Source: an optimization exercise on an open RTL-to-GDS flow (aim: small area). Production flows keep margins and buffers that such runs may drop.
Where RTL was checked, it was by simulation tests only, not by an equivalence proof against the original.
Only the layout flow was run in runs 3 to 6; the RTL was not checked for function there.

==> design.v <==
module clk_div (
    input             clk,
    input             rst_n,
    input             wclr,
    output reg [3:0]  p,
    output reg [12:0] wc
);
wire [16:0] nx = {wc, p} + 17'd1;
always @(posedge clk) begin
    if (!rst_n) begin
        p  <= 4'd0;
        wc <= 13'd0;
    end else begin
        p  <= nx[3:0];
        wc <= wclr ? 13'd0 : nx[16:4];
    end
end
endmodule
module ads1258 (
    input             sysclk,
    input             locked,
    input             Rx_0,
    output reg        Tx_0,
    output reg        Clk_0,
    output reg        CS,
    output reg        en_Ain0,
    output reg [1:0]  tag,       
    output reg [23:0] sr         
);
localparam IDLE = 3'd0, WAIT1 = 3'd1, BIT = 3'd2, CLKH = 3'd3, ENDB = 3'd4;
reg  [4:0]  c;          
reg  [2:0]  st;         
reg  [2:0]  bn;         
wire [3:0]  p;
wire [12:0] wc;
wire in_wait   = (c == 5'd0) || (c == 5'd19) || (c == 5'd26);
wire wait_done = in_wait && (p == 4'd0) &&
                 (wc == ((c == 5'd0) ? 13'd3840 : 13'd6161));
clk_div u_sclk (.clk(sysclk), .rst_n(locked), .wclr(!in_wait || wait_done), .p(p), .wc(wc));
wire pp = (p == 4'd9);
wire byte_done = (st == ENDB) && pp;
reg [7:0] code;
always @(*) begin
    case (c)
        5'd1:  code = 8'h60;  5'd2:  code = 8'h12;
        5'd3:  code = 8'h61;  5'd4:  code = 8'h10;
        5'd5:  code = 8'h62;  5'd6:  code = 8'h00;
        5'd7:  code = 8'h63;  5'd8:  code = 8'h00;
        5'd9:  code = 8'h64;  5'd10: code = 8'h07;
        5'd11: code = 8'h65;  5'd12: code = 8'h00;
        5'd13: code = 8'h66;  5'd14: code = 8'h00;
        5'd15: code = 8'h67;  5'd16: code = 8'hff;
        5'd17: code = 8'h68;  5'd18: code = 8'h00;
        5'd19: code = 8'h80;  5'd20: code = 8'h30;
        5'd21: code = 8'hff;  5'd22: code = 8'hff;
        5'd23: code = 8'hff;  5'd24: code = 8'hff;
        5'd26: code = 8'h80;
        default: code = 8'h00;
    endcase
end
always @(posedge sysclk) begin
    if (!locked) begin
        st <= IDLE; bn <= 3'd0;
        CS <= 1'b1; Clk_0 <= 1'b0; Tx_0 <= 1'b0;
    end else begin
        if (pp) Clk_0 <= (st == CLKH);
        case (st)
            IDLE: begin
                Tx_0 <= 1'b0;
                if (wait_done) st <= WAIT1;
            end
            WAIT1: begin
                Tx_0 <= 1'b0;
                if (pp) st <= BIT;
            end
            BIT: if (pp) begin
                Tx_0 <= code[~bn];
                bn <= bn + 3'd1;
                st <= CLKH;
                CS <= 1'b0;
            end
            CLKH: if (pp) st <= (bn == 3'd0) ? ENDB : BIT;
            default: if (pp) st <= (c == 5'd19 || c == 5'd26) ? IDLE : WAIT1;
        endcase
    end
end
always @(posedge sysclk) begin
    if (st == CLKH && pp) sr <= {sr[22:0], Rx_0};
    if (c == 5'd21 && byte_done)
        tag <= (sr[7:2] == 6'b100010) ? sr[1:0] : 2'd3;
end
always @(posedge sysclk) begin
    if (!locked) begin
        c <= 5'd0;
        en_Ain0 <= 1'b0;
    end else begin
        en_Ain0 <= (c == 5'd25) && (p == 4'd12);
        case (c)
            5'd0:          if (wait_done) c <= 5'd1;
            5'd19, 5'd26:  if (wait_done) c <= 5'd20;
            5'd25:         if (p == 4'd12) c <= 5'd26;
            default:       if (byte_done) c <= c + 5'd1;
        endcase
    end
end
endmodule
module pid_rca #(parameter N = 16) (
    input  [N-1:0] a,
    input  [N-1:0] b,
    input          ci,
    output [N-1:0] s,
    output         co
);
wire [N:0] c;
assign c[0] = ci;
genvar j;
generate for (j = 0; j < N; j = j + 1) begin : g
    assign s[j]   = a[j] ^ b[j] ^ c[j];
    assign c[j+1] = (a[j] & b[j]) | (a[j] & c[j]) | (b[j] & c[j]);
end endgenerate
assign co = c[N];
endmodule
module pid_div5 #(parameter N = 16) (
    input  [N-1:0] x,
    input          nbi,
    input          nr2i,
    input          nr1i,
    output [N-1:0] r,
    output         nbo
);
wire [N+1:0] nrr;
wire [N:0]   nb;
assign nrr[1:0] = {nr1i, nr2i};
assign nrr[N+1:2] = ~r;
assign nb[0] = nbi;
genvar j;
generate for (j = 0; j < N; j = j + 1) begin : g
    assign r[j]    = x[j] ^ nrr[j] ^ nb[j];
    assign nb[j+1] = (x[j] & nrr[j]) | (x[j] & nb[j]) | (nrr[j] & nb[j]);
end endgenerate
assign nbo = nb[N];
endmodule
module pid_div25 #(parameter N = 16) (
    input  [N-1:0] nx,
    input  [3:0]   wi,       
    input          b1i,
    input          b2i,
    output [N-1:0] w,
    output         b1o,
    output         b2o
);
wire [N+3:0] ww;
wire [N-1:0] np, nw;
wire [N:0]   b1, b2;
assign ww[3:0] = wi;
assign ww[N+3:4] = w;
assign b1[0] = b1i;
assign b2[0] = b2i;
genvar j;
generate for (j = 0; j < N; j = j + 1) begin : g
    assign np[j]   = nx[j] ^ ww[j+1] ^ b1[j];
    assign b1[j+1] = (nx[j] & ww[j+1]) | (nx[j] & b1[j]) | (ww[j+1] & b1[j]);
    assign nw[j]   = np[j] ^ ww[j] ^ b2[j];
    assign b2[j+1] = (np[j] & ww[j]) | (np[j] & b2[j]) | (ww[j] & b2[j]);
    assign w[j]    = ~nw[j];
end endgenerate
assign b1o = b1[N];
assign b2o = b2[N];
endmodule
module PID_UV_LED (
    input  wire        clk,
    input  wire        rst_n,
    input  wire [31:0] P_measure,
    input  wire [31:0] P_target,
    output wire [31:0] i_current
);
reg  [31:0] eb;
reg         ke;
wire [15:0] neb_lo_n, neb_hi_n;
wire        nke_n;
wire [31:0] nP_target = ~P_target;
pid_rca #(16) u_e0 (.a(nP_target[15:0]),  .b(P_measure[15:0]),  .ci(1'b0), .s(neb_lo_n), .co(nke_n));
pid_rca #(16) u_e1 (.a(nP_target[31:16]), .b(P_measure[31:16]), .ci(1'b1), .s(neb_hi_n), .co());
wire [15:0] er_hi;
pid_rca #(16) u_e2 (.a(eb[31:16]), .b(16'd0), .ci(ke), .s(er_hi), .co());
reg  [31:0] ib;
reg         ki;
wire [15:0] ib_lo_n, ib_hi_n;
wire        ki_n;
pid_rca #(16) u_i0 (.a(ib[15:0]),  .b(eb[15:0]), .ci(1'b0), .s(ib_lo_n), .co(ki_n));
pid_rca #(16) u_i1 (.a(ib[31:16]), .b(er_hi),    .ci(ki),   .s(ib_hi_n), .co());
wire [15:0] rl;
wire        nrl_b;
pid_div5 #(16) u_r0 (.x(ib_lo_n), .nbi(1'b1), .nr2i(1'b1), .nr1i(1'b1), .r(rl), .nbo(nrl_b));
reg  [2:0]  nrs;
wire [15:0] xh, rh;
pid_rca  #(16) u_x  (.a(ib[31:16]), .b({ib[9:0], 6'd0}), .ci(ki), .s(xh), .co());
pid_div5 #(16) u_r1 (.x(xh), .nbi(nrs[2]), .nr2i(nrs[1]), .nr1i(nrs[0]), .r(rh), .nbo());
reg  [15:0] npe_lo;
reg  [14:0] pe_hi;
wire [15:0] nxl;
wire        dbw_n;
pid_rca #(16) u_d0 (.a(npe_lo), .b(eb[15:0]), .ci(1'b0), .s(nxl), .co(dbw_n));
wire [10:0] q_hi;
pid_rca #(11) u_d1 (.a(pe_hi[14:4]), .b(nxl[10:0]), .ci(1'b1), .s(q_hi), .co());
wire [15:0] wl;
wire        wl_b1, wl_b2;
pid_div25 #(16) u_w0 (.nx(nxl), .wi(4'd0), .b1i(1'b0), .b2i(1'b0), .w(wl), .b1o(wl_b1), .b2o(wl_b2));
reg  [14:0] ndq;
reg         dbw;
reg  [5:0]  ws;
wire [14:0] nxph, wh;
pid_rca   #(15) u_d2 (.a(ndq), .b(pe_hi), .ci(dbw), .s(nxph), .co());
pid_div25 #(15) u_w1 (.nx(nxph), .wi(ws[5:2]), .b1i(ws[1]), .b2i(ws[0]), .w(wh), .b1o(), .b2o());
wire [6:0]  a_hi;
pid_rca #(7) u_a (.a(eb[8:2]), .b(eb[6:0]), .ci(1'b0), .s(a_hi), .co());
wire [8:0]  aa = {a_hi, eb[1:0]};
wire [8:0]  bb = rh[15:7];
wire [8:0]  cc = wh[14:6];
wire [8:0]  s1 = aa ^ bb ^ cc;
wire [8:0]  k1 = (aa & bb) | (aa & cc) | (bb & cc);
wire [9:0]  cs_hi;
pid_rca #(9) u_c (.a({1'b0, s1[8:1]}), .b(k1), .ci(1'b0), .s(cs_hi[8:0]), .co(cs_hi[9]));
reg  [10:0] cs;
reg  [17:0] ic;
wire [17:0] ic_sum;
pid_rca #(18) u_s (.a(ic), .b({7'd0, cs}), .ci(1'b0), .s(ic_sum), .co());
wire        clamp = (ic > 18'd167772);
reg  rst_d;
wire run = rst_n & ~rst_d;
always @(posedge clk) begin
    rst_d <= ~rst_n;
    eb <= ~{neb_hi_n, neb_lo_n}; ke <= ~nke_n;
    if (!run) begin
        ib <= 32'd0; ki <= 1'b0;
        nrs <= 3'b111;
        npe_lo <= 16'hffff; pe_hi <= 15'd0;
        ndq <= 15'h7fff; dbw <= 1'b0; ws <= 6'd0;
        cs <= 11'd0;
        ic <= 18'd0;
    end else begin
        ib <= {ib_hi_n, ib_lo_n}; ki <= ki_n;
        nrs <= {nrl_b, ~rl[14], ~rl[15]};
        npe_lo <= ~eb[15:0]; pe_hi <= er_hi[14:0];
        ndq <= ~{q_hi, pe_hi[3:0]}; dbw <= dbw_n;
        ws <= {wl[15], wl[14], wl[13], wl[12], wl_b1, wl_b2};
        cs <= {cs_hi, s1[0]};
        ic <= clamp ? 18'd167772 : ic_sum;
    end
end
assign i_current = {14'd0, ic};
endmodule
module fft_top(
    input          sys_clk,
    input          sys_rst_n,
    input          Rx_0,
    output         Tx_0,
    output         Clk_0,
    output         CS,
    output [31:0]  ad_data0,
    output [31:0]  ad_data1,
    output [31:0]  ad_data2,
    output         en_Ain0,
    output         en_Ain1,
    input  [31:0]  P_target,
    output [31:0]  i_current,
    input  [31:0]  P_measure
);
wire [1:0]  tag;
wire [23:0] sr;
ads1258 u_ads1258 (
    .sysclk(sys_clk), .locked(sys_rst_n), .Rx_0(Rx_0),
    .Tx_0(Tx_0), .Clk_0(Clk_0), .CS(CS),
    .en_Ain0(en_Ain0), .tag(tag), .sr(sr)
);
assign en_Ain1 = en_Ain0;
reg [23:0] d0, d1, d2;
always @(posedge sys_clk) begin
    if (!sys_rst_n) begin
        d0 <= 24'd7; d1 <= 24'd7; d2 <= 24'd0;
    end else if (en_Ain0) begin
        if (tag == 2'd0) d0 <= sr;
        if (tag == 2'd1) d1 <= sr;
        if (tag == 2'd2) d2 <= sr;
    end
end
assign ad_data0 = {8'd0, d0};
assign ad_data1 = {8'd0, d1};
assign ad_data2 = {8'd0, d2};
PID_UV_LED PID_UV_LED (
    .clk(sys_clk), .rst_n(sys_rst_n),
    .P_measure(P_measure), .P_target(P_target), .i_current(i_current)
);
endmodule
==> flow/run.sh <==
#!/bin/bash
# Own layout flow: the standard flow, with two changes.
#  1. Port buffers are the smallest buffer cell (buffer_ports -buffer_cell).
#  2. After the standard synthesis, flow/faflip.py re-chooses the polarity
#     of the full-adder cells to drop inverters (registers untouched).
# Each tool's output goes to a log file of its own in this folder.
set -euo pipefail
export BUFFER_PORTS_ARGS="-buffer_cell sky130_fd_sc_hd__buf_1"
R=orfs/results/${FLOW_PLATFORM}/fft_top/base
bash standard.sh synth > synth.log 2>&1
cp $R/1_2_yosys.v 1_2_yosys.standard.v
python3 flow/faflip.py 1_2_yosys.standard.v $R/1_2_yosys.v > faflip.log 2>&1
bash standard.sh > layout.log 2>&1
==> flow/faflip.py <==
#!/usr/bin/env python3
"""Re-choose the polarity of full-adder cells in a mapped netlist.

A full adder is self-dual: complementing its three inputs complements both
outputs. Yosys picks the polarity of each extracted adder on its own, which
leaves inverters on many adder inputs and outputs. This script chooses, for
every sky130 fa cell, whether to use it as is or complemented so that fewer
signals need an inverter, then rebuilds the inverters the netlist needs.
Registers and all other cells are left as they are.

usage: faflip.py IN.v OUT.v
"""
import re, sys, random, collections

src = open(sys.argv[1]).read()
m = re.search(r'module\s+(\w+)\s*\((.*?)\);', src, re.S)
top = m.group(1)
body = src[m.end():src.rindex('endmodule')]

decls = []      # port / wire declaration lines, kept verbatim
cells = []      # [type, name, {pin: net}]
pos = 0
cell_re = re.compile(r'\s*(\S+)\s+(\\\S+\s|\S+)\s*\((.*?)\);', re.S)
for stmt in re.finditer(r'(input|output|inout|wire)\b[^;]*;|(\S+)\s+(\\\S+\s|\S+)\s*\(((?:[^;])*?)\);', body, re.S):
    if stmt.group(1):
        decls.append(stmt.group(0).strip())
    else:
        typ, name, conns = stmt.group(2), stmt.group(3), stmt.group(4)
        pins = {}
        for pm in re.finditer(r'\.(\w+)\s*\(\s*((?:\\\S+\s)|[^()\s]+(?:\s*\[[^\]]*\])?)\s*\)', conns):
            pins[pm.group(1)] = pm.group(2).strip() if not pm.group(2).startswith('\\') else pm.group(2).rstrip() + ' '
        cells.append([typ, name, pins])

OUTP = {'X', 'Y', 'Q', 'Q_N', 'SUM', 'COUT', 'HI', 'LO'}
def is_inv(t):
    return re.match(r'sky130_fd_sc_hd__(clk)?inv_\d+$', t) is not None
def is_fa(t):
    return re.match(r'sky130_fd_sc_hd__fa_\d+$', t) is not None

inputs, outputs = set(), set()
for d in decls:
    mm = re.match(r'(input|output)\s*(\[(\d+):(\d+)\])?\s*(.*?);', d, re.S)
    if not mm:
        continue
    names = [x.strip() for x in mm.group(5).split(',')]
    for nm in names:
        if mm.group(2):
            hi, lo = int(mm.group(3)), int(mm.group(4))
            bits = [f'{nm}[{i}]' for i in range(min(hi, lo), max(hi, lo) + 1)]
        else:
            bits = [nm]
        (inputs if mm.group(1) == 'input' else outputs).update(bits)

def key(n):
    return n.strip()

driver = {}
loads = collections.defaultdict(list)
for ci, (t, nm, pins) in enumerate(cells):
    for p, n in pins.items():
        if p in OUTP:
            driver[key(n)] = (ci, p)
        else:
            loads[key(n)].append((ci, p))
for o in outputs:
    loads[o].append((None, 'PORT'))

netname = {}
for t, nm, pins in cells:
    for p, n in pins.items():
        netname[key(n)] = n

# root of each net through inverter chains
rootmemo = {}
def root(n):
    if n in rootmemo:
        return rootmemo[n]
    d = driver.get(n)
    if d is not None and is_inv(cells[d[0]][0]):
        a = key(cells[d[0]][2]['A'])
        r, p = root(a)
        res = (r, p ^ 1)
    else:
        res = (n, 0)
    rootmemo[n] = res
    return res

allnets = set(driver) | set(loads)
# consumers per root: list of (cell index or None, pin, polarity)
cons = collections.defaultdict(list)
for n in allnets:
    r, p = root(n)
    for ci, pin in loads.get(n, []):
        if ci is not None and is_inv(cells[ci][0]):
            continue
        cons[r].append((ci, pin, p))
fa_ids = [i for i, c in enumerate(cells) if is_fa(c[0])]
x = {i: 0 for i in fa_ids}
fixed = set()
# never flip an adder whose output net is a port or has no usable name
for i in fa_ids:
    for p in ('SUM', 'COUT'):
        n = cells[i][2].get(p)
        if n is not None and key(n) in outputs:
            fixed.add(i)

def drv_flip(r):
    d = driver.get(r)
    if d is not None and d[0] in x:
        return x[d[0]]
    return 0

def cost(r):
    f = drv_flip(r)
    for ci, pin, p in cons[r]:
        if (p ^ (x[ci] if ci in x else 0) ^ f):
            return 1
    return 0

roots_of = collections.defaultdict(set)
for r in cons:
    d = driver.get(r)
    if d is not None and d[0] in x:
        roots_of[d[0]].add(r)
    for ci, pin, p in cons[r]:
        if ci in x:
            roots_of[ci].add(r)
roots = list(cons)
before = sum(cost(r) for r in roots)

def delta(group):
    rs = set()
    for i in group:
        rs |= roots_of[i]
    b = sum(cost(r) for r in rs)
    for i in group:
        x[i] ^= 1
    a = sum(cost(r) for r in rs)
    for i in group:
        x[i] ^= 1
    return a - b

# carry-chain neighbours
nbr = collections.defaultdict(set)
for i in fa_ids:
    for r in roots_of[i]:
        for j in [driver.get(r, (None,))[0]] + [ci for ci, _, _ in cons[r]]:
            if j in x and j != i:
                nbr[i].add(j)

rng = random.Random(1)
free = [i for i in fa_ids if i not in fixed]
best = dict(x); bestc = before; cur = before
T = 1.0
for it in range(200000):
    i = rng.choice(free)
    if rng.random() < 0.3 and nbr[i]:
        j = rng.choice(sorted(nbr[i]))
        g = [i] if j in fixed else [i, j]
    else:
        g = [i]
    dl = delta(g)
    if dl <= 0 or rng.random() < pow(2.718, -dl / T):
        for k in g:
            x[k] ^= 1
        cur += dl
        if cur < bestc:
            bestc = cur; best = dict(x)
    T = max(0.02, 1.0 * (1 - it / 150000))
x = best
after = sum(cost(r) for r in roots)

# rebuild
FLIP = {'A': 'A', 'B': 'B', 'CIN': 'CIN'}
newcells = []
newwires = []
cnt = [0]
def fresh(base):
    cnt[0] += 1
    nm = 'faflip_n%d' % cnt[0]
    newwires.append(nm)
    return nm
invnet = {}   # root -> net carrying the complement of the physical root
for r in roots:
    f = drv_flip(r)
    need = [(ci, pin) for ci, pin, p in cons[r] if p ^ (x[ci] if ci in x else 0) ^ f]
    if not need:
        continue
    ports = [1 for ci, pin in need if ci is None]
    assert not ports, ('output port needs an inverted value', r)
    invnet[r] = fresh(r)
# connect consumers
for r in roots:
    f = drv_flip(r)
    for ci, pin, p in cons[r]:
        if ci is None:
            continue
        want = p ^ (x[ci] if ci in x else 0) ^ f
        cells[ci][2][pin] = invnet[r] if want else netname.get(r, r)
for r, nn in invnet.items():
    newcells.append(['sky130_fd_sc_hd__inv_1', 'faflip_i%s' % nn.split('n')[-1], {'A': netname.get(r, r), 'Y': nn}])
# an output port that was fed through inverters must now be driven directly
for o in outputs:
    r, p = root(o)
    assert p == 0 and drv_flip(r) == 0, ('port polarity', o)

out = ['/* faflip: %d -> %d inverted signals */' % (before, after),
       'module %s(%s);' % (top, m.group(2).strip())]
for d in decls:
    out.append('  ' + d)
for w in newwires:
    out.append('  wire %s;' % w)
for t, nm, pins in cells:
    if is_inv(t):
        continue
    out.append('  %s %s (%s);' % (t, nm, ', '.join('.%s(%s)' % (p, n) for p, n in pins.items())))
for t, nm, pins in newcells:
    out.append('  %s %s (%s);' % (t, nm, ', '.join('.%s(%s)' % (p, n) for p, n in pins.items())))
out.append('endmodule')
open(sys.argv[2], 'w').write('\n'.join(out) + '\n')
ninv = sum(1 for c in cells if is_inv(c[0]))
print('adders %d, flipped %d; inverted signals %d -> %d; inverter cells %d -> %d'
      % (len(fa_ids), sum(x.values()), before, after, ninv, len(newcells)))
==> standard.sh <==
#!/bin/bash
# synth_recipe.tcl (not shown) runs the flow's synth.tcl, then flattens the netlist and writes it again
# the make line also repeats each setting of config.mk as NAME=value (left out here)
make -C /OpenROAD-flow-scripts/flow DESIGN_CONFIG=/design/flow/config.mk WORK_HOME=/design/flow/orfs CLKGATE_MAP_FILE= SYNTH_SCRIPT=/design/flow/synth_recipe.tcl "${@:-finish}"
==> config.mk <==
export PLATFORM = sky130hd
export DESIGN_NAME = fft_top
export DESIGN_NICKNAME = fft_top
export VERILOG_FILES = /design/flow/design.v
export SDC_FILE = /design/flow/constraint.sdc
export NUM_CORES = 4
export LEC_CHECK = 0
export ABC_AREA = 1
export CAP_MARGIN = 20
export CORE_MARGIN = 2
export CORE_UTILIZATION = 65
export CTS_BUF_LIST = sky130_fd_sc_hd__clkbuf_8
export CTS_CLUSTER_DIAMETER = 50
export CTS_CLUSTER_SIZE = 20
export SLEW_MARGIN = 20
==> constraint.sdc <==
create_clock -name core_clock -period 10.0 [get_ports {sys_clk}]
set_input_delay 2.0000 -clock core_clock [delete_from_list [all_inputs] [get_ports {sys_clk}]]
set_output_delay 2.0000 -clock core_clock [all_outputs]
set_load 0.01 [all_outputs]
==> reports/results.tsv, run 1 <==
stage	metric	value	unit
outcome	outcome	timing/DRC/antenna clean	
clock_network	insertion delay to the later sink of the worst-skew pair	0.57	ns
clock_network	number of buffers between clock root and the deepest sink	3	
cells_and_area	footprint of the multi-input gates	0.00777	mm^2
worst_setup_path	cells along the critical path	fa_1, fa_2, fa_1, fa_1, fa_1, fa_1, fa_2, fa_1, fa_1, fa_1, fa_2, fa_1, fa_1, fa_1, fa_1, fa_1, xor2_1, xnor2_1, xor2_1, fa_1, fa_1, ha_1, inv_1, nor2_1	
placement	Port Buffers	161	
timing	maximum clock skew at final layout	0.0328	ns
global_route	Total Routing Usage GR	0.247	
global_route	number of global-route vias before repair	9963	
cells_and_area	most frequent cells in the layout	sky130_fd_sc_hd__dfxtp_1 (264), sky130_fd_sc_hd__inv_1 (231), sky130_fd_sc_hd__fa_1 (213)	
clock_network	Clk pin slew, worst setup/hold paths	0.11	ns
timing	worst slew pin tran	1.02	ns
drt	drt drc	0	
drt	Routed wire per std cell	14.9	um
timing	Max Clk Rate	0.105	GHz
clock_network	clock buffer count from CTS	27	
worst_setup_path	Critical-path top delay cell	sky130_fd_sc_hd__fa_1	
cells_and_area	sequential standard cell area	0.00607	mm^2
worst_setup_path	launch point of the worst path	PID_UV_LED.dbw	
cells_and_area	final-layout fill cell count	1736	
clock_network	CTS tree	done	
floorplan	Die Footprint	0.0243	mm^2
yosys	Post-Synthesis Cells	1429	
timing	max-slew violation total from the final report	0	
placement	routability congestion estimate from global placement	0.914	
drt	number of antenna-violating nets in the routed design	0	
drt	detailed-route vias per instance	4.96	
cells_and_area	Layout Nets	1921	
timing	final period utilization	0.954	
worst_setup_path	worst setup path class	reg2reg	
global_route	GR Overflow Total	0	
timing	minimum clock period after layout	9.54	ns
drt	via count	9375	
yosys	count of synthesis-stage warnings from yosys	4	
cells_and_area	Syn-to-layout area delta	9.03	%
worst_setup_path	largest incremental delay on the critical path	0.57	ns
timing	Slew HR	0.322	
worst_setup_path	start of the worst register-to-register path	PID_UV_LED.dbw	
cells_and_area	antenna fix cells	0	
floorplan	total I/O pin count	200	
hold_path	launch point of the worst hold path	PID_UV_LED.pe_hi[1]	
timing	Final TNS setup	0	ns
timing	Final Hold Viols	0	
global_route	number of antenna violations at the first check in global routing	0	
clock_network	# H-tree levels	1	
cells_and_area	leading cell type in the layout, fill and taps excluded	sky130_fd_sc_hd__dfxtp_1	
worst_setup_path	Worst Setup Start Kind	register	
cells_and_area	post-layout util	0.722	
worst_setup_path	type of element capturing the critical path	register	
floorplan	number of rows in the core area	55	
cells_and_area	ratio of cells with drive above 1 in the final layout	0.0523	
worst_setup_path	Worst EP arrival	9.96	ns
clock_network	root cell of the clock tree	sky130_fd_sc_hd__clkbuf_8	
worst_setup_path	required time of the worst setup path	10.42	ns
worst_setup_path	Max FO, Critical Path	1	
global_route	pin count of the biggest net entering global routing	88	
floorplan	height of the die	156	um
clock_network	number of setup buffers added after CTS	0	
clock_network	Num Clock Sinks	290	
placement	Detail Placement HPWL	22000	um
clock_network	quantity of hold-fixing buffers added after cts	0	
yosys	Avg Cell Area, Syn	10.5	um^2
drt	Detailed Route Iter0 Violations	314	
worst_setup_path	Crit path top cell by count	sky130_fd_sc_hd__fa_1	
run	reported max-cap violation count	0	
floorplan	starting utilization of the core area	0.663	
floorplan	Placeable Area	0.0226	mm^2
hold_path	worst min path class	reg2reg	
yosys	cell area after technology mapping	0.0150	mm^2
timing	RSZ-0062 raised after global routing	false	
drt	aggregate routed wire length	28200	um
floorplan	width of the chip	156	um
global_route	first-pass GRT wire length	47900	um
drt	iteration count of the initial detailed-routing pass	5	
timing	number of setup violations in the final report	0	
## sequential cells by signal (all words and copies together) (netlist names), 16 cells and up
signal	cells
PID_UV_LED.eb	32
PID_UV_LED.ib	32
PID_UV_LED.ic	18
PID_UV_LED.npe_lo	16
d0	24
d1	24
d2	24
u_ads1258.sr	24
## through the flow
| step | instances | cell area [um^2] | setup slack, ns | hold WS, ns |
|---|---|---|---|---|
| floorplan | 1466 | 15100 | 0.540 | 0.380 |
| global placement | 1842 | 15700 | 0.390 | 0.387 |
| detailed placement | 1842 | 15700 | 0.304 | 0.390 |
| CTS | 1891 | 16300 | 0.256 | 0.413 |
| global route | 1891 | 16400 | 0.0125 | 0.435 |
| finish | 1891 | 16400 | 0.463 | 0.411 |
## critical path, delay by kind of cell (launching register included)
family | cells | cell delay (ns)
AND/OR/NAND/NOR | 1 | 0.03
adder cells (fa/ha/maj) | 19 | 8.42
flip-flops | 1 | 0.33
buffers and inverters | 1 | 0.05
XOR/XNOR | 3 | 0.57
## final timing paths
check                           end  slack (ns)  depth (start not counted)
hold reg to reg   PID_UV_LED.ndq[1]        0.41                          1
setup reg to reg   PID_UV_LED.cs[9]        0.46                         24
hold / removal    PID_UV_LED.ndq[1]        0.41                          1
setup / recovery   PID_UV_LED.cs[9]        0.46                         24
## layer usage
metal | track usage | up-vias | share of wire
met5 | 0 | - | 0
met1 | 0.308 | 4515 | 0.41
li1 | - | 4609 | -
met3 | 0.0481 | 52 | 0.055
met4 | 0.0607 | 0 | 0.023
met2 | 0.447 | 199 | 0.51
## timing repair
item / CTS / global route
hold endpoints to repair: 0 / 0
gates resized for setup: 0 / 3
setup endpoints to repair: 0 / 2
## area by class of cell
| cell class | count | share of cell area |
|---|---|---|
| clock buffer | 28 | 0.0236 |
| clock inverter | 21 | 0.0153 |
| inverter | 232 | 0.0533 |
| multi-input combinational | 868 | 0.475 |
| sequential | 290 | 0.371 |
| tap | 285 | 0.0218 |
| timing repair buffer | 167 | 0.0398 |
==> run 2: changes to the inputs <==
--- a/config.mk
+++ b/config.mk
@@ -7,9 +7,8 @@
 export LEC_CHECK = 0
-export ABC_AREA = 1
 export CAP_MARGIN = 20
 export CORE_MARGIN = 2
-export CORE_UTILIZATION = 65
+export CORE_UTILIZATION = 40
 export CTS_BUF_LIST = sky130_fd_sc_hd__clkbuf_8
-export CTS_CLUSTER_DIAMETER = 50
-export CTS_CLUSTER_SIZE = 20
+export CTS_CLUSTER_DIAMETER = 60
+export CTS_CLUSTER_SIZE = 12
 export SLEW_MARGIN = 20
==> run 2 against run 1 <==
Net effect:
- worst hold slack got worse by 0.014 ns
- synthesized cell count shrank 4.8%
- core utilization down 28 points
- global-route usage fell by 9.2 points
- die area grew 61%
- sequential share of layout area decreased by 0.71 points
- critical endpoint unchanged
- still clean on timing, DRC and antenna
- largest cell class unchanged
- register-to-register slack worse by 0.06 ns
- cell count grew 8.2%
==> reports/results.tsv, run 2 <==
stage	metric	value	unit
drt	detailed-route vias per instance	4.49	
timing	maximum clock skew at final layout	0.0249	ns
timing	Slew HR	0.282	
clock_network	Clk pin slew, worst setup/hold paths	0.07	ns
cells_and_area	most frequent cells in the layout	sky130_fd_sc_hd__dfxtp_1 (264), sky130_fd_sc_hd__fa_1 (215), sky130_fd_sc_hd__nand2_1 (193)	
cells_and_area	final-layout fill cell count	3581	
timing	final setup margin	0.404	ns
clock_network	root cell of the clock tree	sky130_fd_sc_hd__clkbuf_8	
yosys	cell area after technology mapping	0.0151	mm^2
cells_and_area	sequential standard cell area	0.00607	mm^2
global_route	number of global-route vias before repair	9429	
timing	worst slew pin tran	1.07	ns
cells_and_area	ratio of cells with drive above 1 in the final layout	0.0489	
clock_network	# H-tree levels	1	
worst_setup_path	Critical-path top delay cell	sky130_fd_sc_hd__fa_1	
clock_network	insertion delay to the later sink of the worst-skew pair	0.61	ns
timing	Max Clk Rate	0.104	GHz
worst_setup_path	required time of the worst setup path	10.49	ns
cells_and_area	Syn-to-layout area delta	10.6	%
yosys	Avg Cell Area, Syn	11.1	um^2
hold_path	worst min path class	reg2reg	
floorplan	number of rows in the core area	71	
worst_setup_path	Worst Setup Start Kind	register	
cells_and_area	footprint of the multi-input gates	0.00805	mm^2
drt	aggregate routed wire length	29400	um
timing	number of setup violations in the final report	0	
floorplan	Placeable Area	0.0374	mm^2
worst_setup_path	Crit path top cell by count	sky130_fd_sc_hd__fa_1	
timing	Final Hold Viols	0	
cells_and_area	Layout Nets	1849	
global_route	number of antenna violations at the first check in global routing	0	
drt	via count	9190	
timing	Final TNS setup	0	ns
drt	Detailed Route Iter0 Violations	350	
worst_setup_path	Max FO, Critical Path	1	
worst_setup_path	type of element capturing the critical path	register	
floorplan	height of the die	198	um
clock_network	CTS tree	done	
drt	iteration count of the initial detailed-routing pass	4	
cells_and_area	antenna fix cells	0	
timing	final period utilization	0.960	
outcome	outcome	timing/DRC/antenna clean	
worst_setup_path	Worst EP arrival	10.09	ns
timing	RSZ-0062 raised after global routing	false	
floorplan	starting utilization of the core area	0.403	
floorplan	Die Footprint	0.0392	mm^2
timing	minimum clock period after layout	9.60	ns
placement	Detail Placement HPWL	22700	um
placement	post-detailed-placement cell area	0.0160	mm^2
drt	drt drc	0	
global_route	GR Overflow Total	0	
global_route	first-pass GRT wire length	48600	um
placement	routability congestion estimate from global placement	0.806	
worst_setup_path	worst setup path class	reg2reg	
drt	number of antenna-violating nets in the routed design	0	
yosys	Post-Synthesis Cells	1361	
timing	max-slew violation total from the final report	0	
cells_and_area	leading registers by flop count	PID_UV_LED.eb (32), PID_UV_LED.ib (32)	
global_route	Total Routing Usage GR	0.155	
placement	Port Buffers	161	
global_route	pin count of the biggest net entering global routing	63	
cells_and_area	leading cell type in the layout, fill and taps excluded	sky130_fd_sc_hd__dfxtp_1	
clock_network	number of buffers between clock root and the deepest sink	3	
drt	Routed wire per std cell	14.4	um
cells_and_area	number of standard cells in the final layout excluding fillers	2046	
placement	post-placement cell count	1990	
worst_setup_path	largest incremental delay on the critical path	0.57	ns
worst_setup_path	cells along the critical path	fa_1, fa_1, fa_1, fa_1, fa_1, fa_1, fa_2, fa_1, fa_1, fa_1, fa_1, fa_1, fa_1, fa_1, fa_1, fa_1, inv_1, fa_1, fa_1, fa_1, ha_1, and2_1	
yosys	count of synthesis-stage warnings from yosys	4	
cells_and_area	cell area after layout	0.0167	mm^2
floorplan	width of the chip	198	um
clock_network	clock buffer count from CTS	31	
floorplan	total I/O pin count	200	
clock_network	Num Clock Sinks	290	
run	reported max-cap violation count	0	
placement	worst slack at placement	0.283	ns
==> run 2: cell type report <==
cell class / count / share of cell area
clock buffers: 33 / 0.0272
clock inverters: 21 / 0.00953
inverters: 165 / 0.0372
multi-input cells: 857 / 0.483
flip-flops and latches: 290 / 0.364
well taps: 511 / 0.0384
repair buffers: 169 / 0.0408
==> run 2: path summary, 6_finish.rpt <==
check	start	end	slack [ns]	cells past startpoint
worst max-delay path	PID_UV_LED.dbw	PID_UV_LED.cs[9]	0.40	22
worst min-delay path	PID_UV_LED.pe_hi[1]	PID_UV_LED.ndq[1]	0.40	1
worst max register to register	PID_UV_LED.dbw	PID_UV_LED.cs[9]	0.40	22
worst min register to register	PID_UV_LED.pe_hi[1]	PID_UV_LED.ndq[1]	0.40	1
==> run 2: timing repair <==
action	CTS	global route
hold buffers	0	0
endpoints found under the hold margin	0	0
setup endpoints to repair	0	1
resized for setup	0	1
buffers inserted	0	0
==> run 2: worst max-delay path, delay by kind of cell, from the launching register on <==
| family | cells | cell delay [ns] |
|---|---|---|
| fa+ha+maj | 20 | 8.98 |
| buf+inv | 1 | 0.05 |
| flops | 1 | 0.32 |
| simple gates | 1 | 0.13 |
==> run 2: per-stage QoR <==
stage	hold WS, ns	util
3_5_place_dp	0.383	0.429
6_report	0.398	0.446
4_1_cts	0.401	0.445
3_3_place_gp	0.378	0.428
2_1_floorplan	0.371	-
5_1_grt	0.423	0.446
==> run 2: routing by layer <==
| metal | vias up | track usage | part of all wire |
|---|---|---|---|
| met5 | - | 0 | 0 |
| met1 | 4470 | 0.225 | 0.48 |
| met3 | 38 | 0.0250 | 0.057 |
| met4 | 0 | 0.0348 | 0.016 |
| li1 | 4463 | - | - |
| met2 | 219 | 0.245 | 0.45 |
==> run 3: changes to the inputs <==
--- a/design.v
+++ b/design.v
@@ -23,5 +23,5 @@
     output reg        Tx_0,
-    output reg        Clk_0,
-    output reg        CS,
-    output reg        en_Ain0,
+    output            Clk_0,
+    output            CS,
+    output            en_Ain0,
     output reg [1:0]  tag,       
@@ -41,2 +41,5 @@
 wire byte_done = (st == ENDB) && pp;
+assign en_Ain0 = (c == 5'd25) && (p == 4'd13);
+assign Clk_0 = (st == ENDB) || (st == BIT && bn != 3'd0);
+assign CS = (c == 5'd0) || (c == 5'd1 && bn == 3'd0 && (st == WAIT1 || st == BIT));
 reg [7:0] code;
@@ -63,5 +66,4 @@
         st <= IDLE; bn <= 3'd0;
-        CS <= 1'b1; Clk_0 <= 1'b0; Tx_0 <= 1'b0;
-    end else begin
-        if (pp) Clk_0 <= (st == CLKH);
+        Tx_0 <= 1'b0;
+    end else begin
         case (st)
@@ -79,3 +81,2 @@
                 st <= CLKH;
-                CS <= 1'b0;
             end
@@ -94,5 +95,3 @@
         c <= 5'd0;
-        en_Ain0 <= 1'b0;
-    end else begin
-        en_Ain0 <= (c == 5'd25) && (p == 4'd12);
+    end else begin
         case (c)
@@ -100,3 +99,3 @@
             5'd19, 5'd26:  if (wait_done) c <= 5'd20;
-            5'd25:         if (p == 4'd12) c <= 5'd26;
+            5'd25:         if (p == 4'd13) c <= 5'd26;
             default:       if (byte_done) c <= c + 5'd1;
--- a/flow/faflip.py
+++ b/flow/faflip.py
@@ -183,10 +183,25 @@
 invnet = {}   # root -> net carrying the complement of the physical root
+portcells = []
 for r in roots:
     f = drv_flip(r)
-    need = [(ci, pin) for ci, pin, p in cons[r] if p ^ (x[ci] if ci in x else 0) ^ f]
-    if not need:
+    need = [(ci, pin) for ci, pin, p in cons[r] if ci is not None and p ^ (x[ci] if ci in x else 0) ^ f]
+    if need:
+        invnet[r] = fresh(r)
+    # output ports read the value of the root directly or through inverters;
+    # drive each from the physical root net with an inverter or a buffer
+    for ci, pin, p in cons[r]:
+        if ci is not None:
+            continue
+        pass
+for o in sorted(outputs):
+    r, p = root(o)
+    want = p ^ drv_flip(r)
+    if o == r:
+        assert want == 0, ('port polarity', o)
         continue
-    ports = [1 for ci, pin in need if ci is None]
-    assert not ports, ('output port needs an inverted value', r)
-    invnet[r] = fresh(r)
+    src = netname.get(r, r)
+    if want:
+        portcells.append(['sky130_fd_sc_hd__inv_1', 'faflip_po%d' % len(portcells), {'A': src, 'Y': o}])
+    else:
+        portcells.append(['sky130_fd_sc_hd__buf_1', 'faflip_po%d' % len(portcells), {'A': src, 'X': o}])
 # connect consumers
@@ -201,6 +216,3 @@
     newcells.append(['sky130_fd_sc_hd__inv_1', 'faflip_i%s' % nn.split('n')[-1], {'A': netname.get(r, r), 'Y': nn}])
-# an output port that was fed through inverters must now be driven directly
-for o in outputs:
-    r, p = root(o)
-    assert p == 0 and drv_flip(r) == 0, ('port polarity', o)
+newcells += portcells
 
--- a/config.mk
+++ b/config.mk
@@ -9,6 +9,6 @@
 export CORE_MARGIN = 2
-export CORE_UTILIZATION = 40
+export CORE_UTILIZATION = 80
 export CTS_BUF_LIST = sky130_fd_sc_hd__clkbuf_8
 export CTS_CLUSTER_DIAMETER = 60
-export CTS_CLUSTER_SIZE = 12
+export CTS_CLUSTER_SIZE = 16
 export SLEW_MARGIN = 20
==> run 3 against run 2 <==
Net effect:
- still clean on timing, DRC and antenna
- non-clock buffer count down 2
- synthesized cell count grew 0.44%
- clock skew is 0.0096 ns lower
- area after synthesis up 0.11%
- die area down 49%
- clock-buffer cell count is 8 lower
- cell count fell by 14%
- worst hold slack better by 0.0054 ns
- critical endpoint unchanged
- largest cell class unchanged
==> reports/results.tsv, run 3 <==
stage	metric	value	unit
outcome	outcome	timing/DRC/antenna clean	
clock_network	clock buffer count from CTS	22	
worst_setup_path	cells along the critical path	fa_1, fa_1, fa_1, fa_1, fa_1, fa_1, fa_1, fa_2, fa_1, fa_1, fa_1, fa_1, fa_2, fa_1, fa_1, fa_2, inv_1, fa_1, fa_1, fa_1, ha_1, and2_1	
drt	drt drc	0	
cells_and_area	final-layout fill cell count	932	
yosys	Post-Synthesis Cells	1367	
drt	iteration count of the initial detailed-routing pass	5	
clock_network	number of buffers between clock root and the deepest sink	3	
worst_setup_path	largest incremental delay on the critical path	0.60	ns
worst_setup_path	Crit path top cell by count	sky130_fd_sc_hd__fa_1	
drt	detailed-route vias per instance	5.62	
run	reported max-cap violation count	0	
cells_and_area	post-layout util	0.868	
timing	number of setup violations in the final report	0	
drt	via count	9867	
cells_and_area	Layout Nets	1845	
placement	Port Buffers	161	
timing	Slew HR	0.319	
timing	max-slew violation total from the final report	0	
yosys	cell area after technology mapping	0.0151	mm^2
timing	maximum clock skew at final layout	0.0153	ns
timing	Final TNS setup	0	ns
global_route	pin count of the biggest net entering global routing	73	
timing	final period utilization	0.970	
clock_network	Clk pin slew, worst setup/hold paths	0.10	ns
cells_and_area	leading cell type in the layout, fill and taps excluded	sky130_fd_sc_hd__dfxtp_1	
global_route	first-pass GRT wire length	52900	um
timing	final worst hold slack	0.403	ns
clock_network	insertion delay to the later sink of the worst-skew pair	0.56	ns
worst_setup_path	Critical-path top delay cell	sky130_fd_sc_hd__fa_2	
yosys	Avg Cell Area, Syn	11.0	um^2
floorplan	Placeable Area	0.0186	mm^2
drt	Detailed Route Iter0 Violations	667	
drt	Routed wire per std cell	19.1	um
worst_setup_path	kind of cell adding the most delay to the critical path	adder cells	
timing	minimum clock period after layout	9.70	ns
global_route	number of global-route vias before repair	10207	
cells_and_area	Syn-to-layout area delta	6.97	%
global_route	GR Overflow Total	0	
timing	Final Hold Viols	0	
global_route	Total Routing Usage GR	0.344	
worst_setup_path	Max FO, Critical Path	1	
worst_setup_path	Worst EP arrival	10.15	ns
cells_and_area	leading registers by flop count	PID_UV_LED.eb (32), PID_UV_LED.ib (32)	
worst_setup_path	Worst Setup Start Kind	register	
clock_network	quantity of hold-fixing buffers added after cts	0	
cells_and_area	antenna fix cells	0	
placement	post-placement cell count	1720	
clock_network	root cell of the clock tree	sky130_fd_sc_hd__clkbuf_8	
floorplan	starting utilization of the core area	0.812	
clock_network	cts repair resizes	0	
clock_network	CTS tree	done	
floorplan	width of the chip	141	um
worst_setup_path	required time of the worst setup path	10.46	ns
floorplan	number of rows in the core area	50	
placement	Detail Placement HPWL	25000	um
floorplan	height of the die	141	um
placement	routability congestion estimate from global placement	0.884	
worst_setup_path	type of element capturing the critical path	register	
drt	number of antenna-violating nets in the routed design	0	
timing	Max Clk Rate	0.103	GHz
floorplan	Die Footprint	0.0200	mm^2
cells_and_area	most frequent cells in the layout	sky130_fd_sc_hd__dfxtp_1 (261), sky130_fd_sc_hd__fa_1 (213), sky130_fd_sc_hd__nand2_1 (196)	
clock_network	Num Clock Sinks	287	
drt	aggregate routed wire length	33600	um
worst_setup_path	worst path bufs/invs	1	
global_route	number of antenna violations at the first check in global routing	0	
hold_path	worst min path class	reg2reg	
clock_network	# H-tree levels	1	
timing	worst slew pin tran	1.02	ns
timing	RSZ-0062 raised after global routing	false	
floorplan	total I/O pin count	200	
worst_setup_path	worst setup path class	reg2reg	
cells_and_area	ratio of cells with drive above 1 in the final layout	0.0466	
clock_network	number of setup buffers added after CTS	0	
yosys	count of synthesis-stage warnings from yosys	4	
cells_and_area	number of standard cells in the final layout excluding fillers	1757	
run 3: layer usage:
metal | global-route usage | share of wire
met1 | 0.444 | 0.38
met2 | 0.591 | 0.51
met3 | 0.0537 | 0.058
met4 | 0.142 | 0.047
met5 | 0 | 0
run 3: metrics by stage:
step                      instance area (um^2)  setup WS, ns
after floorplan                          15200         0.513
after global placement                   15700         0.383
after detailed placement                 15700         0.137
after CTS                                16100         0.103
after global routing                     16100        0.0586
final                                    16100         0.305
run 3: path summary, 6_finish.rpt:
| path | from | to | slack [ns] | cells past startpoint |
|---|---|---|---|---|
| setup / recovery | PID_UV_LED.dbw | PID_UV_LED.cs[9] | 0.30 | 22 |
| hold / removal | PID_UV_LED.pe_hi[3] | PID_UV_LED.ndq[3] | 0.40 | 1 |
| setup reg to reg | PID_UV_LED.dbw | PID_UV_LED.cs[9] | 0.30 | 22 |
| hold reg to reg | PID_UV_LED.pe_hi[3] | PID_UV_LED.ndq[3] | 0.40 | 1 |
run 3: final cells by class:
cell class	instances	area, um^2	area share
Clock buffer	25	344	0.0213
Clock inverter	12	52.6	0.00326
Inverter	154	578	0.0358
Multi-Input combinational cell	878	8210	0.509
Sequential cell	287	6010	0.372
Tap cell	234	293	0.0181
Timing Repair Buffer	167	649	0.0402
run 3: worst reg2reg max path, delay by kind of cell, from the launching register on:
family	cells	cell delay, ns
adder cells (fa/ha/maj)	20	9.07
flip-flops	1	0.33
AND/OR/NAND/NOR	1	0.14
buffers and inverters	1	0.05
==> run 4: changes to the inputs <==
--- a/config.mk
+++ b/config.mk
@@ -7,2 +7,3 @@
 export LEC_CHECK = 0
+export ABC_AREA = 1
 export CAP_MARGIN = 20
==> run 4 against run 3 <==
Net effect:
- highest routed layer is now met5
- cell count rose by 4.2%
- sequential share of layout area fell by 0.39 points
- core utilization up 0.34 points
- wire length down 2.1%
- critical path type unchanged
==> reports/results.tsv, run 4 <==
stage	metric	value	unit
outcome	outcome	timing/DRC/antenna clean	
hold_path	worst min path class	reg2reg	
clock_network	number of buffers between clock root and the deepest sink	3	
drt	detailed-route vias per instance	5.56	
global_route	number of antenna violations at the first check in global routing	2	
hold_path	count of cells along the worst hold path	1	
clock_network	# H-tree levels	1	
cells_and_area	number of standard cells in the final layout excluding fillers	1830	
global_route	pin count of the biggest net entering global routing	79	
cells_and_area	antenna fix cells	0	
worst_setup_path	Max FO, Critical Path	1	
drt	number of antenna-violating nets in the routed design	0	
worst_setup_path	cells along the critical path	fa_2, fa_2, fa_2, fa_1, fa_2, fa_1, fa_1, fa_2, fa_1, fa_1, fa_1, fa_1, fa_1, fa_1, fa_1, fa_1, xor2_1, xnor2_1, xor2_1, fa_1, fa_1, ha_1, inv_1, nor2_1	
worst_setup_path	Worst EP arrival	10.09	ns
worst_setup_path	worst setup path class	reg2reg	
clock_network	insertion delay to the later sink of the worst-skew pair	0.57	ns
placement	Detail Placement HPWL	24500	um
timing	worst slew pin tran	1.04	ns
drt	Routed wire per std cell	18.0	um
floorplan	starting utilization of the core area	0.813	
worst_setup_path	required time of the worst setup path	10.41	ns
drt	Detailed Route Iter0 Violations	597	
clock_network	clock buffer count from CTS	23	
floorplan	width of the chip	142	um
floorplan	total I/O pin count	200	
global_route	number of global-route vias before repair	10921	
run	reported max-cap violation count	0	
timing	max-slew violation total from the final report	0	
cells_and_area	final-layout fill cell count	925	
clock_network	CTS tree	done	
global_route	Total Routing Usage GR	0.344	
floorplan	number of rows in the core area	50	
cells_and_area	leading registers by flop count	PID_UV_LED.eb (32), PID_UV_LED.ib (32)	
drt	aggregate routed wire length	32900	um
cells_and_area	most frequent cells in the layout	sky130_fd_sc_hd__dfxtp_1 (261), sky130_fd_sc_hd__inv_1 (256), sky130_fd_sc_hd__fa_1 (211)	
global_route	GR Overflow Total	0	
yosys	Avg Cell Area, Syn	10.6	um^2
placement	Port Buffers	161	
worst_setup_path	Crit path top cell by count	sky130_fd_sc_hd__fa_1	
yosys	count of synthesis-stage warnings from yosys	4	
clock_network	Num Clock Sinks	287	
floorplan	height of the die	142	um
timing	Slew HR	0.309	
yosys	cell area after technology mapping	0.0152	mm^2
clock_network	Clk pin slew, worst setup/hold paths	0.10	ns
cells_and_area	leading cell type in the layout, fill and taps excluded	sky130_fd_sc_hd__dfxtp_1	
floorplan	Placeable Area	0.0187	mm^2
floorplan	Die Footprint	0.0201	mm^2
timing	Max Clk Rate	0.103	GHz
cells_and_area	sequential standard cell area	0.00601	mm^2
clock_network	root cell of the clock tree	sky130_fd_sc_hd__clkbuf_8	
timing	number of setup violations in the final report	0	
placement	post-placement cell count	1790	
timing	Final Hold Viols	0	
timing	Final TNS setup	0	ns
global_route	first-pass GRT wire length	54000	um
drt	iteration count of the initial detailed-routing pass	5	
worst_setup_path	reg2reg path depth	24	
worst_setup_path	Worst Setup Start Kind	register	
cells_and_area	Syn-to-layout area delta	7.29	%
worst_setup_path	largest incremental delay on the critical path	0.60	ns
drt	drt drc	0	
timing	maximum clock skew at final layout	0.0262	ns
timing	RSZ-0062 raised after global routing	false	
timing	minimum clock period after layout	9.67	ns
cells_and_area	footprint of the multi-input gates	0.00795	mm^2
clock_network	quantity of hold-fixing buffers added after cts	0	
cells_and_area	Layout Nets	1916	
cells_and_area	ratio of cells with drive above 1 in the final layout	0.0583	
worst_setup_path	type of element capturing the critical path	register	
timing	final period utilization	0.967	
placement	routability congestion estimate from global placement	0.876	
drt	via count	10168	
worst_setup_path	Critical-path top delay cell	sky130_fd_sc_hd__fa_1	
yosys	Post-Synthesis Cells	1430	
run 4: layer usage:
metal  up-vias  track usage  routed length, um
li1       4633            -                  -
met1      5009        0.437              12500
met2       417        0.592              16900
met3       107       0.0722               2330
met4         2        0.124               1170
met5         -            0                 13
run 4: worst max-delay path, delay by kind of cell, from the launching register on:
family,cells,cell delay (ns)
buf+inv,1,0.05
fa+ha+maj,19,8.40
flops,1,0.33
simple gates,1,0.04
xor+xnor,3,0.70
run 4: worst paths after layout:
| kind | start | slack (ns) | end |
|---|---|---|---|
| worst max-delay path | PID_UV_LED.dbw | 0.33 | PID_UV_LED.cs[9] |
| worst min-delay path | PID_UV_LED.pe_hi[1] | 0.43 | PID_UV_LED.ndq[1] |
| worst max register to register | PID_UV_LED.dbw | 0.33 | PID_UV_LED.cs[9] |
| worst min register to register | PID_UV_LED.pe_hi[1] | 0.43 | PID_UV_LED.ndq[1] |
run 4: stage by stage:
stage	setup WS, ns	instance area [um^2]	utilization	hold slack [ns]
floorplan	0.540	15300	-	0.380
global placement	0.373	15800	0.847	0.387
detailed placement	0.150	15800	0.847	0.396
CTS	0.0473	16300	0.871	0.423
global route	0.0140	16300	0.872	0.436
finish	0.329	16300	0.872	0.427
run 4: final cells by class:
class | instances | area share
Timing Repair Buffer | 169 | 0.0408
Sequential cell | 287 | 0.368
Inverter | 248 | 0.0579
Clock inverter | 17 | 0.00844
Multi-Input combinational cell | 852 | 0.487
Clock buffer | 23 | 0.0194
Tap cell | 234 | 0.0180
run 4: what timing repair did:
item	4_1_cts	5_1_grt
gates resized for setup	0	5
setup buffers	0	0
endpoints found under the setup margin	0	3
==> run 5: changes to the inputs <==
--- a/config.mk
+++ b/config.mk
@@ -7,6 +7,5 @@
 export LEC_CHECK = 0
-export ABC_AREA = 1
 export CAP_MARGIN = 20
 export CORE_MARGIN = 2
-export CORE_UTILIZATION = 80
+export CORE_UTILIZATION = 90
 export CTS_BUF_LIST = sky130_fd_sc_hd__clkbuf_8
==> run 5 against run 4 <==
Net effect:
- the run now fails in clock tree synthesis
- area after synthesis is 0.76% lower
- synthesized cell count is 4.4% lower
==> reports/results.tsv, run 5 <==
stage	metric	value	unit
placement	post-placement cell count	1704	
floorplan	total I/O pin count	200	
yosys	count of synthesis-stage warnings from yosys	4	
placement	Detail Placement HPWL	32000	um
yosys	Avg Cell Area, Syn	11.0	um^2
yosys	Post-Synthesis Cells	1367	
clock_network	root cell of the clock tree	sky130_fd_sc_hd__clkbuf_8	
outcome	stage at which the run stopped	clock tree synthesis	
floorplan	width of the chip	133	um
floorplan	height of the die	133	um
placement	routability congestion estimate from global placement	0.880	
clock_network	quantity of hold-fixing buffers added after cts	0	
outcome	Tool Error	[ERROR DPL-0033] detailed placement checks failed during check placement.	
clock_network	# H-tree levels	1	
placement	Port Buffers	161	
clock_network	number of buffers between clock root and the deepest sink	3	
clock_network	clock buffer count from CTS	21	
clock_network	number of setup buffers added after CTS	0	
floorplan	starting utilization of the core area	0.916	
yosys	cell area after technology mapping	0.0151	mm^2
outcome	outcome	did not finish	
clock_network	cts repair resizes	7	
floorplan	number of rows in the core area	47	
## run 5: stage by stage
stage | hold WS [ns] | utilization | area [um^2] | worst slack, ns
after global placement | 0.378 | 0.953 | 15700 | 0.372
after floorplan | 0.371 | - | 15200 | 0.513
after detailed placement | 0.414 | 0.953 | 15700 | -0.0392
## run 5: worst min path at each step
stage,to,slack [ns],cells past startpoint
after floorplan,PID_UV_LED.ndq[0],0.37,1
after detailed placement,PID_UV_LED.ndq[1],0.41,1
after global placement,PID_UV_LED.ndq[1],0.38,1
==> run 6: changes to the inputs <==
--- a/config.mk
+++ b/config.mk
@@ -7,5 +7,6 @@
 export LEC_CHECK = 0
+export ABC_AREA = 1
 export CAP_MARGIN = 20
 export CORE_MARGIN = 2
-export CORE_UTILIZATION = 90
+export CORE_UTILIZATION = 75
 export CTS_BUF_LIST = sky130_fd_sc_hd__clkbuf_8
==> run 6 against run 5 <==
Net effect:
- the run now finishes clean
- synthesized cell count grew 4.6%
- area after synthesis grew 0.76%
==> reports/results.tsv, run 6 <==
stage	metric	value	unit
cells_and_area	ratio of cells with drive above 1 in the final layout	0.0582	
timing	worst slew pin tran	0.939	ns
drt	detailed-route vias per instance	5.27	
cells_and_area	leading registers by flop count	PID_UV_LED.eb (32), PID_UV_LED.ib (32)	
worst_setup_path	type of element capturing the critical path	register	
drt	drt drc	0	
clock_network	root cell of the clock tree	sky130_fd_sc_hd__clkbuf_8	
clock_network	number of buffers between clock root and the deepest sink	3	
drt	number of antenna-violating nets in the routed design	0	
timing	number of setup violations in the final report	0	
worst_setup_path	Worst Setup Start Kind	register	
run	reported max-cap violation count	0	
global_route	GR Overflow Total	0	
global_route	pin count of the biggest net entering global routing	69	
floorplan	total I/O pin count	200	
worst_setup_path	Max FO, Critical Path	1	
worst_setup_path	Worst EP arrival	10.12	ns
floorplan	Placeable Area	0.0200	mm^2
drt	iteration count of the initial detailed-routing pass	4	
timing	RSZ-0062 raised after global routing	false	
yosys	count of synthesis-stage warnings from yosys	4	
yosys	Avg Cell Area, Syn	10.6	um^2
placement	routability congestion estimate from global placement	0.851	
timing	Max Clk Rate	0.103	GHz
drt	Detailed Route Iter0 Violations	540	
timing	final setup margin	0.329	ns
clock_network	clock buffer count from CTS	24	
cells_and_area	most frequent cells in the layout	sky130_fd_sc_hd__dfxtp_1 (261), sky130_fd_sc_hd__inv_1 (254), sky130_fd_sc_hd__fa_1 (215)	
clock_network	CTS tree	done	
cells_and_area	leading cell type in the layout, fill and taps excluded	sky130_fd_sc_hd__dfxtp_1	
yosys	Post-Synthesis Cells	1430	
clock_network	# H-tree levels	1	
clock_network	Num Clock Sinks	287	
cells_and_area	antenna fix cells	0	
floorplan	number of rows in the core area	52	
timing	maximum clock skew at final layout	0.0216	ns
cells_and_area	Syn-to-layout area delta	7.47	%
timing	minimum clock period after layout	9.67	ns
yosys	cell area after technology mapping	0.0152	mm^2
placement	Detail Placement HPWL	22700	um
floorplan	starting utilization of the core area	0.759	
global_route	first-pass GRT wire length	50500	um
hold_path	worst min path class	reg2reg	
worst_setup_path	required time of the worst setup path	10.45	ns
outcome	outcome	timing/DRC/antenna clean	
drt	Routed wire per std cell	16.2	um
clock_network	Clk pin slew, worst setup/hold paths	0.10	ns
cells_and_area	final-layout fill cell count	1229	
worst_setup_path	worst setup path class	reg2reg	
cells_and_area	Layout Nets	1918	
floorplan	width of the chip	146	um
drt	via count	9840	
floorplan	height of the die	146	um
global_route	Total Routing Usage GR	0.296	
timing	max-slew violation total from the final report	0	
timing	Final TNS setup	0	ns
global_route	number of antenna violations at the first check in global routing	2	
global_route	number of global-route vias before repair	10328	
floorplan	Die Footprint	0.0214	mm^2
timing	final period utilization	0.967	
clock_network	insertion delay to the later sink of the worst-skew pair	0.57	ns
drt	aggregate routed wire length	30200	um
timing	Final Hold Viols	0	
placement	Port Buffers	161	
timing	Slew HR	0.374	
placement	worst slack at placement	0.278	ns
## run 6: path summary, 6_finish.rpt
kind / start / to / slack, ns / cells past startpoint
hold reg to reg: PID_UV_LED.pe_hi[1] / PID_UV_LED.ndq[1] / 0.42 / 1
setup reg to reg: PID_UV_LED.dbw / PID_UV_LED.cs[9] / 0.33 / 24
setup / recovery: PID_UV_LED.dbw / PID_UV_LED.cs[9] / 0.33 / 24
hold / removal: PID_UV_LED.pe_hi[1] / PID_UV_LED.ndq[1] / 0.42 / 1
## run 6: area by class of cell
| type | instances | area (um^2) | area share |
|---|---|---|---|
| Multi-Input combinational cell | 852 | 7940 | 0.486 |
| Sequential cell | 287 | 6010 | 0.368 |
| Inverter | 248 | 945 | 0.0578 |
| Timing Repair Buffer | 170 | 673 | 0.0412 |
| Clock buffer | 25 | 344 | 0.0211 |
| Tap cell | 270 | 338 | 0.0207 |
| Clock inverter | 16 | 93.8 | 0.00574 |
## run 6: layer usage
| metal | up-vias | global-route usage | part of all wire |
|---|---|---|---|
| li1 | 4637 | - | - |
| met1 | 4855 | 0.395 | 0.41 |
| met2 | 273 | 0.489 | 0.49 |
| met3 | 71 | 0.0659 | 0.066 |
| met4 | 4 | 0.0995 | 0.033 |
| met5 | - | 0 | 0.00089 |
## run 6: timing repair
| item | 4_1_cts | 5_1_grt |
|---|---|---|
| gates resized for setup | 0 | 1 |
| endpoints found under the setup margin | 0 | 2 |
| hold buffers | 0 | 0 |
| setup buffers | 0 | 0 |
## run 6: worst max-delay path, stage by stage, from the launching register on
cell and delay (ns):
sky130_fd_sc_hd__dfxtp_1 0.33, sky130_fd_sc_hd__fa_1 0.45, sky130_fd_sc_hd__fa_1 0.47, sky130_fd_sc_hd__fa_1 0.47, sky130_fd_sc_hd__fa_1 0.46, sky130_fd_sc_hd__fa_1 0.46, sky130_fd_sc_hd__fa_1 0.46, sky130_fd_sc_hd__fa_1 0.46
sky130_fd_sc_hd__fa_1 0.46, sky130_fd_sc_hd__fa_1 0.46, sky130_fd_sc_hd__fa_1 0.47, sky130_fd_sc_hd__fa_1 0.48, sky130_fd_sc_hd__fa_2 0.41, sky130_fd_sc_hd__fa_1 0.45, sky130_fd_sc_hd__fa_1 0.57, sky130_fd_sc_hd__fa_1 0.44
sky130_fd_sc_hd__fa_1 0.43, sky130_fd_sc_hd__xor2_1 0.21, sky130_fd_sc_hd__xnor2_1 0.16, sky130_fd_sc_hd__xor2_1 0.21, sky130_fd_sc_hd__fa_1 0.47, sky130_fd_sc_hd__fa_1 0.44, sky130_fd_sc_hd__ha_1 0.27, sky130_fd_sc_hd__inv_1 0.05
sky130_fd_sc_hd__nor2_1 0.04
## run 6: through the flow
stage | cell area, um^2 | hold slack (ns) | instances | utilization
after CTS | 16300 | 0.418 | 1868 | 0.815
after floorplan | 15300 | 0.380 | 1467 | -
after detailed placement | 15900 | 0.398 | 1827 | 0.793
final | 16300 | 0.421 | 1868 | 0.815
after global placement | 15900 | 0.387 | 1827 | 0.793
after global routing | 16300 | 0.442 | 1868 | 0.815
==> run 7: changes to the inputs <==
--- a/design.v
+++ b/design.v
@@ -275,11 +275,13 @@
 assign en_Ain1 = en_Ain0;
-reg [23:0] d0, d1, d2;
+reg  [23:0] d0, d1, d2;
+wire [23:0] rkeep = {24{sys_rst_n}};
+wire [23:0] dat01 = (sr & rkeep) | {21'd0, ~rkeep[2:0]};
+wire [23:0] dat2  = sr & rkeep;
+wire ld0 = (en_Ain0 && tag == 2'd0) || !sys_rst_n;
+wire ld1 = (en_Ain0 && tag == 2'd1) || !sys_rst_n;
+wire ld2 = (en_Ain0 && tag == 2'd2) || !sys_rst_n;
 always @(posedge sys_clk) begin
-    if (!sys_rst_n) begin
-        d0 <= 24'd7; d1 <= 24'd7; d2 <= 24'd0;
-    end else if (en_Ain0) begin
-        if (tag == 2'd0) d0 <= sr;
-        if (tag == 2'd1) d1 <= sr;
-        if (tag == 2'd2) d2 <= sr;
-    end
+    if (ld0) d0 <= dat01;
+    if (ld1) d1 <= dat01;
+    if (ld2) d2 <= dat2;
 end
--- a/config.mk
+++ b/config.mk
@@ -7,6 +7,5 @@
 export LEC_CHECK = 0
-export ABC_AREA = 1
 export CAP_MARGIN = 20
 export CORE_MARGIN = 2
-export CORE_UTILIZATION = 75
+export CORE_UTILIZATION = 80
 export CTS_BUF_LIST = sky130_fd_sc_hd__clkbuf_8
==> run 7 against run 6 <==
Net effect:
- non-clock buffer count decreased by 5
- clock skew increased by 0.011 ns
- global-route usage increased by 4.3 points
==> reports/results.tsv, run 7 <==
stage	metric	value	unit
worst_setup_path	worst setup slack for register-to-register paths	0.26	ns
drt	detailed-route vias per instance	5.71	
floorplan	height of the die	141	um
worst_setup_path	R2R Path End	PID_UV_LED.cs[9]	
yosys	Post-Synthesis Cells	1162	
timing	maximum clock skew at final layout	0.0328	ns
cells_and_area	Syn-to-layout area delta	7.59	%
worst_setup_path	reg2reg path depth	22	
clock_network	number of buffers between clock root and the deepest sink	3	
timing	Slew HR	0.275	
drt	drt drc	0	
placement	Port Buffers	161	
clock_network	insertion delay to the later sink of the worst-skew pair	0.57	ns
timing	final worst hold slack	0.418	ns
worst_setup_path	worst setup path class	reg2reg	
floorplan	Die Footprint	0.0198	mm^2
worst_setup_path	Critical-path top delay cell	sky130_fd_sc_hd__fa_1	
global_route	number of antenna violations at the first check in global routing	1	
timing	Max Clk Rate	0.103	GHz
run	reported max-cap violation count	0	
global_route	GR Overflow Total	0	
clock_network	number of setup buffers added after CTS	0	
cells_and_area	most frequent cells in the layout	sky130_fd_sc_hd__fa_1 (212), sky130_fd_sc_hd__dfxtp_1 (189), sky130_fd_sc_hd__inv_1 (165)	
global_route	pin count of the biggest net entering global routing	64	
drt	aggregate routed wire length	31600	um
placement	Detail Placement HPWL	22400	um
clock_network	clock buffer count from CTS	22	
drt	iteration count of the initial detailed-routing pass	5	
cells_and_area	Layout Nets	1656	
worst_setup_path	kind of cell adding the most delay to the critical path	adder cells	
cells_and_area	ratio of cells with drive above 1 in the final layout	0.0458	
worst_setup_path	required time of the worst setup path	10.47	ns
clock_network	CTS tree	done	
timing	number of setup violations in the final report	0	
clock_network	root cell of the clock tree	sky130_fd_sc_hd__clkbuf_8	
floorplan	width of the chip	141	um
drt	Detailed Route Iter0 Violations	560	
timing	Final Hold Viols	0	
clock_network	Clk pin slew, worst setup/hold paths	0.10	ns
timing	Final TNS setup	0	ns
global_route	number of global-route vias before repair	9686	
yosys	cell area after technology mapping	0.0149	mm^2
outcome	outcome	timing/DRC/antenna clean	
worst_setup_path	Worst Setup Start Kind	register	
timing	worst slew pin tran	1.08	ns
worst_setup_path	start of the worst register-to-register path	PID_UV_LED.dbw	
## run 7: cell count changes in the layout (fill, tap and decap cells not counted), moves of 27 or more
cell,delta
sky130_fd_sc_hd__dfxtp_1,-72
sky130_fd_sc_hd__and2_1,+49
sky130_fd_sc_hd__nor2_1,-36
sky130_fd_sc_hd__inv_1,-89
sky130_fd_sc_hd__a21oi_1,-66
sky130_fd_sc_hd__o21ai_0,-51
sky130_fd_sc_hd__nand4_1,-27
sky130_fd_sc_hd__edfxtp_1,+72
sky130_fd_sc_hd__nand2_1,-54
## run 7: final cells by class
cell class	count	area [um^2]	area share
Clock buffer	22	303	0.0189
Clock inverter	14	115	0.00717
Inverter	155	582	0.0362
Multi-Input combinational cell	690	7410	0.461
Sequential cell	287	6730	0.419
Tap cell	229	287	0.0178
Timing Repair Buffer	165	634	0.0395
## run 7: metrics by stage
stage,utilization,cells,area [um^2]
after CTS,0.883,1562,16000
final,0.885,1562,16100
after global routing,0.885,1562,16100
after global placement,0.860,1526,15600
after floorplan,-,1199,15100
after detailed placement,0.860,1526,15600
## run 7: worst reg2reg max path, delay by kind of cell, from the launching register on
kind / cells / cell delay (ns)
adders and majority gates: 20 / 9.09
buffers and inverters: 1 / 0.06
and+or+nand+nor: 1 / 0.15
DFF: 1 / 0.34
## run 7: how the worst max path moves through the flow
stage	cells after the start	slack (ns)	from	to
finish	22	0.26	PID_UV_LED.dbw	PID_UV_LED.cs[9]
global route	23	0.04	PID_UV_LED.dbw	PID_UV_LED.cs[9]
CTS	23	0.04	PID_UV_LED.dbw	PID_UV_LED.cs[9]
detailed placement	22	0.15	PID_UV_LED.dbw	PID_UV_LED.cs[9]
global placement	22	0.42	PID_UV_LED.dbw	PID_UV_LED.cs[9]
floorplan	22	0.51	PID_UV_LED.dbw	PID_UV_LED.cs[9]
## run 7: metal layers
metal / wire length (um) / vias up / GRT usage
met3: 2090 / 109 / 0.0489
met4: 1380 / 0 / 0.140
met5: 0 / - / 0
met2: 16300 / 470 / 0.587
met1: 11800 / 4456 / 0.437
li1: - / 3882 / -
## run 7: what timing repair did
| item | CTS | global route |
|---|---|---|
| cloned | 0 | 0 |
| endpoints found under the setup margin | 1 | 2 |
| gates resized for setup | 2 | 5 |
| hold buffers | 0 | 0 |
| pin swaps | 1 | 2 |

==> separate check: timing with driven ports <==
The flow's constraints put no driver on any port. The routed layouts listed below were extracted and timed again, unchanged, in two steps.
Step 1, drivers: a clkbuf_16 drives sys_clk and a buf_2 each remaining input, both assumed.
Step 2, shift: input delay + t, output delay - t, t = (earliest + latest rising clock arrival at the registers) / 2. This alone moves slack from input paths to output paths.
Slacks: ideal ports / drivers / drivers and shift; pairs: ideal ports / drivers.
| run | shift t [ns] | setup slack, ns | worst setup path after step 2 | clock arrival spread, ns | worst register clock-pin slew, ns |
|---|---|---|---|---|---|
| run 1 | 0.603 | 0.463 / 0.463 / 0.463 | register to register | 0.033 / 0.033 | 0.11 / 0.11 |
| run 2 | 0.653 | 0.404 / 0.404 / 0.404 | register to register | 0.025 / 0.025 | 0.09 / 0.09 |
| run 3 | 0.595 | 0.305 / 0.305 / 0.305 | register to register | 0.015 / 0.015 | 0.11 / 0.11 |
| run 4 | 0.599 | 0.329 / 0.329 / 0.329 | register to register | 0.026 / 0.027 | 0.11 / 0.11 |
| run 6 | 0.599 | 0.329 / 0.329 / 0.329 | register to register | 0.028 / 0.027 | 0.11 / 0.11 |
| run 7 | 0.597 | 0.265 / 0.265 / 0.265 | register to register | 0.033 / 0.033 | 0.11 / 0.11 |
After both steps every run listed still meets setup and hold.
